What follows belongs to an exercise in optimizing a design on an open flow for small area and a short achievable clock period; a production flow would make more cautious choices. At most, simulation tests tie the RTL to the original design; equivalence was not proved. Power is estimated from default activity; no workload was simulated.

// ex_cluster
module ex_cluster(input         CLK,
                  input         reset,
                  input         ALUSrcD1,
                  input  [3:0]  ALUControlD1,
                  input         BranchD1,
                  input         BranchND1,
                  input  [31:0] RDD11,
                  input  [31:0] RDD21,
                  input  [31:0] ExtImmD1,
                  input  [31:0] PCPlus41,
                  input  [3:0]  TagD1,
                  input         PredD1,
                  input         ALUSrcD2,
                  input  [3:0]  ALUControlD2,
                  input         BranchD2,
                  input         BranchND2,
                  input  [31:0] RDD12,
                  input  [31:0] RDD22,
                  input  [31:0] ExtImmD2,
                  input  [31:0] PCPlus42,
                  input  [3:0]  TagD2,
                  input         PredD2,
                  input         ALUSrcD3,
                  input  [3:0]  ALUControlD3,
                  input  [31:0] RDD13,
                  input  [31:0] RDD23,
                  input  [31:0] ExtImmD3,
                  input  [3:0]  TagD3,
                  input         ALUSrcD4,
                  input  [3:0]  ALUControlD4,
                  input  [31:0] RDD14,
                  input  [31:0] RDD24,
                  input  [31:0] ExtImmD4,
                  input  [3:0]  TagD4,
                  output        PCSrc1,
                  output [31:0] ALUOutE1,
                  output [3:0]  TagoE1,
                  output [31:0] PCBranch1,
                  output [4:0]  BTAPTag1,
                  output [31:0] BTAPAddr1,
                  output        PCSrc2,
                  output [31:0] ALUOutE2,
                  output [3:0]  TagoE2,
                  output [31:0] PCBranch2,
                  output [4:0]  BTAPTag2,
                  output [31:0] BTAPAddr2,
                  output [31:0] ALUOutE3,
                  output [31:0] WriteDataE3,
                  output [3:0]  TagoE3,
                  output [31:0] ALUOutE4,
                  output [3:0]  TagoE4);
For scale: ~2900 cells after synthesis, roughly 240 flip-flops, ~810 I/O pins.
clock: 10.0 ns
lec_check: 0
cap_margin: 20
core_margin: 2
core_utilization: 40
setup_slack_margin: 5
slew_margin: 20
run.sh (not shown) runs the stock make flow with config.mk's settings and CLKGATE_MAP_FILE= SYNTH_SCRIPT=/design/flow/synth_recipe.tcl, a recipe that flattens the netlist after the stock synthesis.
The baseline produced a clean layout.
Edit:
Settings changed: SETUP_SLACK_MARGIN 5 to not set.
Synthesized cell count does not change.
Power is lower by 3.7%.
Sequential cell count stays the same.
Wire length is lower by 2.9%.
Fmax shrinks by 24%.
Non-clock buffer count is lower by 63.
Global-route usage falls by 0.63 points.
No functional check of the RTL was part of any run of this note.


## the reference run
Another version of the RTL of ex_cluster (not shown whole).
Size: roughly 3,800 cells after synthesis, about 810 I/O pins, about 22,000 µm² of cells after synthesis.
Settings: LEC_CHECK=0, CAP_MARGIN=20, CORE_MARGIN=2, CORE_UTILIZATION=40, SLEW_MARGIN=20; clock period 10.0 ns.
standard.sh (not shown) runs the stock make flow with config.mk's settings and CLKGATE_MAP_FILE= SYNTH_SCRIPT=/design/flow/synth_recipe.tcl, a recipe that flattens the netlist after the stock synthesis.
==> flow/flow/run.sh <==
#!/bin/bash
# The standard layout (standard.sh) with these changes:
#  - synthesis maps the logic with ABC scripts of its own (flow/synth.tcl)
#    and without Yosys's full-adder extraction;
#  - port buffers are sky130_fd_sc_hd__buf_1 cells;
#  - timing repair up to clock tree synthesis aims for 6.2 ns of setup
#    slack, and after global routing for 6 ns.
# make's full output goes to make_cts.log and make_finish.log in the work folder.
set -euo pipefail
export OWN_WORK="$PWD"
export OWN_FLOW="$PWD/flow"
common=("SYNTH_SCRIPT=$PWD/flow/synth.tcl" ADDER_MAP_FILE=
        "BUFFER_PORTS_ARGS=-buffer_cell sky130_fd_sc_hd__buf_1")
bash standard.sh "${common[@]}" SETUP_SLACK_MARGIN=6.2  cts > make_cts.log 2>&1
bash standard.sh "${common[@]}" SETUP_SLACK_MARGIN=6  finish > make_finish.log 2>&1
==> flow/flow/abc_in.script <==
strash
dch
map -B 0.9
topo
stime -c
buffer -c
upsize -c
dnsize -c
==> flow/flow/abc_out.script <==
strash
dch -f
map -D 400
topo
buffer -p
upsize -D 400
dnsize -D 400
stime -p
==> flow/flow/synth.tcl <==
# The standard synthesis (synth_recipe.tcl in the work folder), with one
# change in the technology mapping of the logic: ABC first maps the logic
# between the registers and the output ports with a tight delay target
# (flow/abc_out.script), then all other logic (flow/abc_in.script).
# Registers are mapped before ABC runs, exactly as in the standard synthesis.
proc abc {args} {
  set i [lsearch -exact $args -script]
  if {$i >= 0} { set args [lreplace $args $i [expr {$i + 1}]] }
  set j [lsearch -exact $args -D]
  if {$j >= 0} { set args [lreplace $args $j [expr {$j + 1}]] }
  yosys select -set outcone o:* %cie*
  yosys abc -script $::env(OWN_FLOW)/abc_out.script {*}$args @outcone
  yosys select -clear
  yosys opt_clean
  yosys abc -script $::env(OWN_FLOW)/abc_in.script {*}$args
}
source $::env(OWN_WORK)/synth_recipe.tcl
> inputs changed (the reference run -> the trial run)
-- flow/flow/run.sh --
<<< the reference run, line 6
>>> the trial run, line 6
#  - clock tree sinks are clustered by 20 within 100 um;
<<< the reference run, line 14
bash standard.sh "${common[@]}" SETUP_SLACK_MARGIN=6.2  cts > make_cts.log 2>&1
bash standard.sh "${common[@]}" SETUP_SLACK_MARGIN=6  finish > make_finish.log 2>&1
>>> the trial run, line 15
bash standard.sh "${common[@]}" SETUP_SLACK_MARGIN=6.2 CTS_CLUSTER_SIZE=20 CTS_CLUSTER_DIAMETER=100 cts > make_cts.log 2>&1
bash standard.sh "${common[@]}" SETUP_SLACK_MARGIN=6 CTS_CLUSTER_SIZE=20 CTS_CLUSTER_DIAMETER=100 finish > make_finish.log 2>&1
### Flow results
Power in combinational cells in the trial run vs the reference run: up about 4%
Changes observed in the trial run relative to the reference run: part of the total power dissipated in the clock network lower, largest stage delay on the critical path higher, post-layout utilization of the core roughly the same, ratio of final minimum period to clock period higher.
Comparing the reference run with the trial run, the met3 routing resource usage after global routing came out essentially unchanged.
Run comparison: the trial run critical-path cell with the highest stage delay clkinvlp_4; the reference run critical-path cell with the highest stage delay dfxtp_4
The first element of the critical path comes out reset in one run and ex1.g_br.OutE[25] in the other, namely in the trial run and the reference run respectively.


== P ==
ex_cluster, a different RTL version from the one above (not shown whole).
Size: ~4300 cells after synthesis, ~220 flip-flops, ~810 I/O pins, about 23000 sq um of cells after synthesis.
clock: 10.0 ns
lec_check: 0
cap_margin: 20
core_margin: 2
core_utilization: 40
slew_margin: 20
==> flow/flow/run.sh <==
#!/bin/bash
# The standard layout (standard.sh) with these changes:
#  - synthesis maps the logic with ABC scripts of its own (flow/synth.tcl)
#    and without Yosys's full-adder extraction;
#  - port buffers are sky130_fd_sc_hd__buf_1 cells;
#  - timing repair up to clock tree synthesis aims for 6.2 ns of setup
#    slack, and after global routing for 6 ns.
# make's full output goes to make_cts.log and make_finish.log in the work folder.
set -euo pipefail
export OWN_WORK="$PWD"
export OWN_FLOW="$PWD/flow"
common=("SYNTH_SCRIPT=$PWD/flow/synth.tcl" ADDER_MAP_FILE=
        "BUFFER_PORTS_ARGS=-buffer_cell sky130_fd_sc_hd__buf_1")
bash standard.sh "${common[@]}" SETUP_SLACK_MARGIN=6.2 cts > make_cts.log 2>&1
bash standard.sh "${common[@]}" SETUP_SLACK_MARGIN=6 finish > make_finish.log 2>&1
Scripts as last shown in full above: flow/flow/abc_in.script, flow/flow/abc_out.script, flow/flow/synth.tcl
diff inputs: P => Q
--- a/flow/flow/run.sh
+++ b/flow/flow/run.sh
@@ -5,2 +5,3 @@
 #  - port buffers are sky130_fd_sc_hd__buf_1 cells;
+#  - clock tree sinks are clustered by 20 within 100 um;
 #  - timing repair up to clock tree synthesis aims for 6.2 ns of setup
@@ -13,3 +14,3 @@
         "BUFFER_PORTS_ARGS=-buffer_cell sky130_fd_sc_hd__buf_1")
-bash standard.sh "${common[@]}" SETUP_SLACK_MARGIN=6.2 cts > make_cts.log 2>&1
-bash standard.sh "${common[@]}" SETUP_SLACK_MARGIN=6 finish > make_finish.log 2>&1
+bash standard.sh "${common[@]}" SETUP_SLACK_MARGIN=6.2 CTS_CLUSTER_SIZE=20 CTS_CLUSTER_DIAMETER=100 cts > make_cts.log 2>&1
+bash standard.sh "${common[@]}" SETUP_SLACK_MARGIN=6 CTS_CLUSTER_SIZE=20 CTS_CLUSTER_DIAMETER=100 finish > make_finish.log 2>&1
## What came out
Across Q and P, none had a timing, DRC or antenna violation.
Sort Q and P by switching power, descending, and P comes first.
Compared with P, in Q clock period minus worst slack shows an increase of 0.0043 ns; cell area after layout moved down; leakage power total lower; global-route usage ~0 delta.
Compound-gate portion of the synthesized area of P is on par with Q.
Changes observed in Q relative to P: first-iteration DRC count has decreased, wire length of the first global-routing pass has decreased.


ex_cluster, a different RTL version from the one above (not shown whole).
Size: roughly 240 flip-flops, ~810 I/O pins, ~24000 um2 of cells after synthesis.
clock: 10.0 ns
lec_check: 0
cap_margin: 20
core_margin: 2
core_utilization: 40
slew_margin: 20
==> flow/flow/run.sh <==
#!/bin/bash
# The standard layout, with plain buf_1 cells as the port buffers and timing
# repair aiming for extra setup slack. make's output goes to make.log.
set -euo pipefail
bash standard.sh \
  "BUFFER_PORTS_ARGS=-buffer_cell sky130_fd_sc_hd__buf_1" \
  SETUP_SLACK_MARGIN=5 \
  finish > make.log 2>&1
Rerun with:
--- a/flow/flow/run.sh
+++ b/flow/flow/run.sh
@@ -7 +7 @@
-  SETUP_SLACK_MARGIN=5 \
+  SETUP_SLACK_MARGIN=8 \
The new run went through all stages and came out clean.
Via count rises by about 11%.
First-iteration DRC count rises by 28%.
Area after synthesis is unchanged.
Routed wire length rises by 21%.
Maximum frequency rises by about 4.6%.
Rerun with:
==> flow/flow/run.sh (replaced) <==
#!/bin/bash
# The standard layout (standard.sh) with these changes:
#  - synthesis maps the logic with a delay-driven ABC script (flow/synth.tcl,
#    flow/abc.script) and without Yosys's full-adder extraction;
#  - port buffers are sky130_fd_sc_hd__buf_1 cells;
#  - timing repair aims for 6 ns of setup slack.
# make's full output goes to make.log in the work folder.
set -euo pipefail
export OWN_WORK="$PWD"
export OWN_ABC_SCRIPT="$PWD/flow/abc.script"
bash standard.sh \
  "SYNTH_SCRIPT=$PWD/flow/synth.tcl" \
  ADDER_MAP_FILE= \
  "BUFFER_PORTS_ARGS=-buffer_cell sky130_fd_sc_hd__buf_1" \
  SETUP_SLACK_MARGIN=6 \
  finish > make.log 2>&1
==> flow/flow/abc.script (new file) <==
strash
dch -f
map -D 1600
buffer -p
upsize -D 1600
dnsize -D 1600
stime -p
==> flow/flow/synth.tcl (new file) <==
# The standard synthesis (synth_recipe.tcl in the work folder), with one
# change: ABC maps the logic with a delay-driven script (abc.script beside
# this file) instead of ORFS's default script. Registers are mapped before
# ABC runs, exactly as in the standard synthesis.
proc abc {args} {
  set i [lsearch -exact $args -script]
  if {$i >= 0} {
    set args [lreplace $args $i [expr {$i + 1}] -script $::env(OWN_ABC_SCRIPT)]
  }
  set j [lsearch -exact $args -D]
  if {$j >= 0} { set args [lreplace $args $j [expr {$j + 1}]] }
  yosys abc {*}$args
}
source $::env(OWN_WORK)/synth_recipe.tcl
What happened:
- cell count rose by 18%
- core utilization fell by 10 points
- clock power fell by about 10%
- setup slack improved by 0.72 ns
- power fell by 22%
- synthesized cell count rose by 33%
- routed wire length fell by 6.3%
Rerun with:
==> flow/flow/run.sh (replaced) <==
#!/bin/bash
# The standard layout (standard.sh) with these changes:
#  - synthesis maps the logic with a delay-driven ABC script (flow/synth.tcl,
#    flow/abc.script) and without Yosys's full-adder extraction;
#  - port buffers are sky130_fd_sc_hd__buf_1 cells;
#  - timing repair up to clock tree synthesis aims for 6 ns of setup slack,
#    and after global routing only for 4 ns.
# make's full output goes to make_cts.log and make_finish.log in the work folder.
set -euo pipefail
export OWN_WORK="$PWD"
export OWN_ABC_SCRIPT="$PWD/flow/abc.script"
common=("SYNTH_SCRIPT=$PWD/flow/synth.tcl" ADDER_MAP_FILE=
        "BUFFER_PORTS_ARGS=-buffer_cell sky130_fd_sc_hd__buf_1")
bash standard.sh "${common[@]}" SETUP_SLACK_MARGIN=6 cts > make_cts.log 2>&1
bash standard.sh "${common[@]}" SETUP_SLACK_MARGIN=4 finish > make_finish.log 2>&1
Result: The changed run ran to the end with no violations; setup slack degrades by 0.11 ns; global-route usage does not change; total power went down by 8.0%; wire length went down by 8.0%; synthesized area is unchanged; sequential share of layout area went up by 1.9 points; sequential cell count stays the same.


ex_cluster, a different RTL version from the one above (not shown whole).
export LEC_CHECK = 0
export CAP_MARGIN = 20
export CORE_MARGIN = 2
export CORE_UTILIZATION = 40
export SLEW_MARGIN = 20
create_clock -name core_clock -period 10.0 [get_ports {CLK}]
==> flow/flow/run.sh <==
#!/bin/bash
# The standard layout (standard.sh) with these changes:
#  - synthesis maps the logic with ABC scripts of its own (flow/synth.tcl)
#    and without Yosys's full-adder extraction;
#  - port buffers are sky130_fd_sc_hd__buf_1 cells;
#  - timing repair up to clock tree synthesis aims for 6.2 ns of setup
#    slack, and after global routing for 6 ns.
# make's full output goes to make_cts.log and make_finish.log in the work folder.
set -euo pipefail
export OWN_WORK="$PWD"
export OWN_FLOW="$PWD/flow"
common=("SYNTH_SCRIPT=$PWD/flow/synth.tcl" ADDER_MAP_FILE=
        "BUFFER_PORTS_ARGS=-buffer_cell sky130_fd_sc_hd__buf_1")
bash standard.sh "${common[@]}" SETUP_SLACK_MARGIN=6.2 cts > make_cts.log 2>&1
bash standard.sh "${common[@]}" SETUP_SLACK_MARGIN=6 finish > make_finish.log 2>&1
==> flow/flow/synth.tcl <==
# The standard synthesis (synth_recipe.tcl in the work folder), with one
# change in the technology mapping of the logic: ABC first maps the logic
# between the registers and the output ports with a tight delay target
# (flow/abc_out.script), then all other logic (flow/abc_in.script).
# Registers are mapped before ABC runs, exactly as in the standard synthesis.
proc abc {args} {
  set i [lsearch -exact $args -script]
  if {$i >= 0} { set args [lreplace $args $i [expr {$i + 1}]] }
  set j [lsearch -exact $args -D]
  if {$j >= 0} { set args [lreplace $args $j [expr {$j + 1}]] }
  yosys select -set outcone o:* %cie*
  yosys abc -script $::env(OWN_FLOW)/abc_out.script {*}$args @outcone
  yosys select -clear
  yosys opt_clean
  yosys abc -script $::env(OWN_FLOW)/abc_in.script {*}$args
}
source $::env(OWN_WORK)/synth_recipe.tcl
Scripts as last shown in full above: flow/flow/abc_in.script, flow/flow/abc_out.script
Next try:
==> flow/run.sh (new file) <==
#!/bin/bash
# synth_recipe.tcl (not shown) runs the flow's synth.tcl, then flattens the netlist and writes it again
# the make line also repeats each setting of config.mk as NAME=value (left out here)
make -C /OpenROAD-flow-scripts/flow DESIGN_CONFIG=/design/flow/config.mk WORK_HOME=/design/flow/orfs CLKGATE_MAP_FILE= SYNTH_SCRIPT=/design/flow/synth_recipe.tcl finish
Settings changed: SETUP_SLACK_MARGIN set to 5.
removed: flow/flow/run.sh
removed: flow/flow/abc_in.script
removed: flow/flow/abc_out.script
removed: flow/flow/synth.tcl
removed: flow/standard.sh
After rerunning: Clock power barely changes. Worst setup slack degrades by 1100 ps. Sequential cell count is unchanged.
Next try:
Settings changed: ABC_AREA set to 1.
Effect:
- The new run finished clean
- non-clock buffer count fell by 73
- clock power goes up by about 5%
- die area rose by 5.0%
- setup slack improved by 130 ps
- routed wire length came out lower by 3.1%
- via count rose by 7.9%
- area after synthesis grows by 5.0%
- final cell count rose by 19%
- sequential share of layout area barely changes
- fmax goes up by 2.7%
- total power goes down by 4.0%

what the ideal ports hide:
How much do the figures lean on ideal ports? The routed layouts below were timed once more, with nothing changed but the port constraints.
Step 1 assumes that a clkbuf_16 drives the clock port and a buf_2 every other input.
Step 2 adds t to the input delays and takes it off the output delays; t is the mean of the earliest and latest rising clock arrival at the registers after step 1. Input paths then give back, and output paths get back, about the clock's delay inside the block.
a / b / c = no drivers / after step 1 / after step 2; a / b = the first two.
run	t, ns	setup WS [ns]	worst hold slack (ns)	slew at the worst register clock pin (ns)
the first run of note 1	0.654	5.044 / 5.071 / 4.417	1.853 / 1.848 / 2.502	0.07 / 0.07
the second run of note 1	0.669	3.521 / 3.554 / 2.885	1.849 / 1.813 / 2.482	0.07 / 0.07
the reference run	0.641	6.112 / 6.053 / 5.466	1.555 / 1.520 / 2.162	0.07 / 0.07
the trial run	0.589	6.078 / 6.079 / 5.490	1.612 / 1.573 / 2.162	0.10 / 0.10
P	0.657	6.049 / 5.985 / 5.540	1.547 / 1.509 / 2.167	0.06 / 0.06
Q	0.605	6.044 / 5.984 / 5.571	1.592 / 1.555 / 2.159	0.09 / 0.09
the first run of note 4	0.609	4.994 / 5.015 / 4.406	1.567 / 1.536 / 2.146	0.06 / 0.06
the second run of note 4	0.615	5.214 / 5.229 / 4.614	1.577 / 1.537 / 2.152	0.07 / 0.07
the third run of note 4	0.659	5.938 / 5.888 / 5.228	1.538 / 1.501 / 2.160	0.07 / 0.07
the fourth run of note 4	0.659	5.823 / 5.823 / 5.164	1.537 / 1.502 / 2.160	0.07 / 0.07
the first run of note 5	0.647	6.069 / 6.013 / 5.504	1.553 / 1.519 / 2.166	0.07 / 0.07
the second run of note 5	0.659	5.018 / 4.990 / 4.331	1.516 / 1.500 / 2.159	0.07 / 0.07
the third run of note 5	0.629	5.148 / 5.088 / 4.586	1.594 / 1.602 / 2.231	0.06 / 0.06
After both steps every run listed still meets setup and hold. For the third run of note 4, which loses most, drivers alone change the setup slack by -0.050 ns; drivers and shift together by -0.710 ns.
